Source: an optimization exercise on an open RTL-to-GDS flow (aim: small area, a short achievable clock period and few clock cycles per item). Production flows keep margins and buffers that such runs may drop.
In this exercise RTL edits were held to simulation tests only and were not proved equivalent to the original.

== JK ==
Design AES, start of the top module:
module AES(
    input clk,nrst,load,
    input [15:0] data_input,input_vector,key,
    input  [3:0] round_number,
    output [15:0] data_output,
    output finish
    );
export LEC_CHECK = 0
export CAP_MARGIN = 20
export CORE_MARGIN = 2
export CORE_UTILIZATION = 40
export SETUP_SLACK_MARGIN = 3.2
export SLEW_MARGIN = 20
export SYNTH_HIERARCHICAL = 1
export SYNTH_MINIMUM_KEEP_SIZE = 0
create_clock -name core_clock -period 5.0 [get_ports {clk}]
standard.sh (not shown) runs the stock make flow with config.mk's settings and CLKGATE_MAP_FILE= SYNTH_SCRIPT=/design/flow/synth_recipe.tcl, a recipe that flattens the netlist after the stock synthesis.
==> flow/flow/run.sh <==
#!/bin/bash
# The standard layout (the standard.sh, with the standard flow's synthesis script), except:
#  - ports are buffered by plain buffers instead of the delay buffers buffer_ports picks;
#  - ABC maps the logic with flow/abc.script instead of ORFS's abc_speed.script
#    (a copy of ORFS's scripts folder with only that file replaced).
set -euo pipefail
cp -r "$FLOW_HOME/scripts" scripts_abc
cp flow/abc.script scripts_abc/abc_speed.script
export SCRIPTS_DIR="$PWD/scripts_abc"
export BUFFER_PORTS_ARGS="-buffer_cell sky130_fd_sc_hd__buf_1"
bash standard.sh > standard.log 2>&1
==> flow/flow/abc.script <==
&get -n
&st
&dch
&nf
&st
&syn2
&if -g -K 6
&synch2
&nf
&st
&syn2
&if -g -K 6
&synch2
&nf
&st
&syn2
&if -g -K 6
&synch2
&nf
&st
&syn2
&if -g -K 6
&synch2
&nf
&st
&syn2
&if -g -K 6
&synch2
&nf
&put
topo
stime -c
dnsize -c
Testbench counts of JK, summed over its fixed seeds: cycles 1,935, items 192.
### JK -> MS
# JK
export LEC_CHECK = 0
export CAP_MARGIN = 20
export CORE_MARGIN = 2
export CORE_UTILIZATION = 40
export SETUP_SLACK_MARGIN = 3.2
export SLEW_MARGIN = 20
export SYNTH_HIERARCHICAL = 1
export SYNTH_MINIMUM_KEEP_SIZE = 0
create_clock -name core_clock -period 5.0 [get_ports {clk}]
# MS
export LEC_CHECK = 0
export CAP_MARGIN = 20
export CORE_MARGIN = 2
export CORE_UTILIZATION = 40
export SETUP_SLACK_MARGIN = 2.8
export SLEW_MARGIN = 20
export SYNTH_HIERARCHICAL = 1
export SYNTH_MINIMUM_KEEP_SIZE = 0
create_clock -name core_clock -period 5.0 [get_ports {clk}]
diff --git a/flow/flow/abc.script b/flow/flow/abc.script
--- a/flow/flow/abc.script
+++ b/flow/flow/abc.script
@@ -30,2 +30,3 @@
 &put
+buffer -c
 topo
--- outcome ---
Looking at total routed wire length on the met1 layer, MS sits below JK. Capture point of the worst path: s[2] -> JK, s[12] -> MS. Largest stage delay on the critical path: JK vs MS — no meaningful difference. Taking MS over JK, the number of inserted filler cells in the final layout ratio works out to 1.3. Status | MS and JK | clean. Across both runs, final critical delay including setup and external delays was higher for MS than for JK. Between MS and JK, the difference in remaining global-route overflow is negligible. Comparing MS and JK, the lower worst hold slack across all endpoints is on JK. Re synthesized area: MS and JK aren't equal, and the lower value belongs to JK.
For AL, these inputs were changed with respect to MS:
# MS
export LEC_CHECK = 0
export CAP_MARGIN = 20
export CORE_MARGIN = 2
export CORE_UTILIZATION = 40
export SETUP_SLACK_MARGIN = 2.8
export SLEW_MARGIN = 20
export SYNTH_HIERARCHICAL = 1
export SYNTH_MINIMUM_KEEP_SIZE = 0
create_clock -name core_clock -period 5.0 [get_ports {clk}]
# AL
export LEC_CHECK = 0
export CAP_MARGIN = 20
export CORE_MARGIN = 2
export CORE_UTILIZATION = 40
export SETUP_SLACK_MARGIN = 3.0
export SLEW_MARGIN = 20
export SYNTH_HIERARCHICAL = 1
export SYNTH_MINIMUM_KEEP_SIZE = 0
create_clock -name core_clock -period 5.0 [get_ports {clk}]
==> flow/flow/run.sh <==
#!/bin/bash
# The standard layout (the standard.sh, standard synthesis included), with the
# ports buffered by plain buffers instead of the delay buffers buffer_ports picks.
set -euo pipefail
export BUFFER_PORTS_ARGS="-buffer_cell sky130_fd_sc_hd__buf_1"
bash standard.sh > standard.log 2>&1
removed: flow/flow/abc.script
### Flow results
Going from MS to AL, share of the final layout cell area in sequential cells went down by 1.6 points; total routed wirelength went up by about 3.7%; total number of vias rose by 0.66%.

[port drivers added, routing unchanged]
The flow's constraints put no driver on any port. The routed layouts listed below were extracted and timed again, unchanged, in two steps. Step 1: set_driving_cell puts a clkbuf_16 on clk and a buf_2 on each other input, an assumption about the parent block. Step 2, shift: input delay + t, output delay - t, t = (earliest + latest rising clock arrival at the registers) / 2. This alone moves slack from input paths to output paths. Slacks: no drivers / after step 1 / after step 2; pairs: no drivers / after step 1.
| run | t, ns | setup slack, ns | cell pins on the clock port's net |
|---|---|---|---|
| JK | 0.307 | 3.082 / 3.062 / 2.805 | 1 |
| MS | 0.313 | 2.866 / 2.866 / 2.639 | 1 |
| AL | 0.303 | 3.023 / 3.023 / 2.811 | 1 |
After both steps every run listed still meets setup and hold. For JK, which loses most, drivers alone change the setup slack by -0.020 ns; drivers and shift together by -0.277 ns.
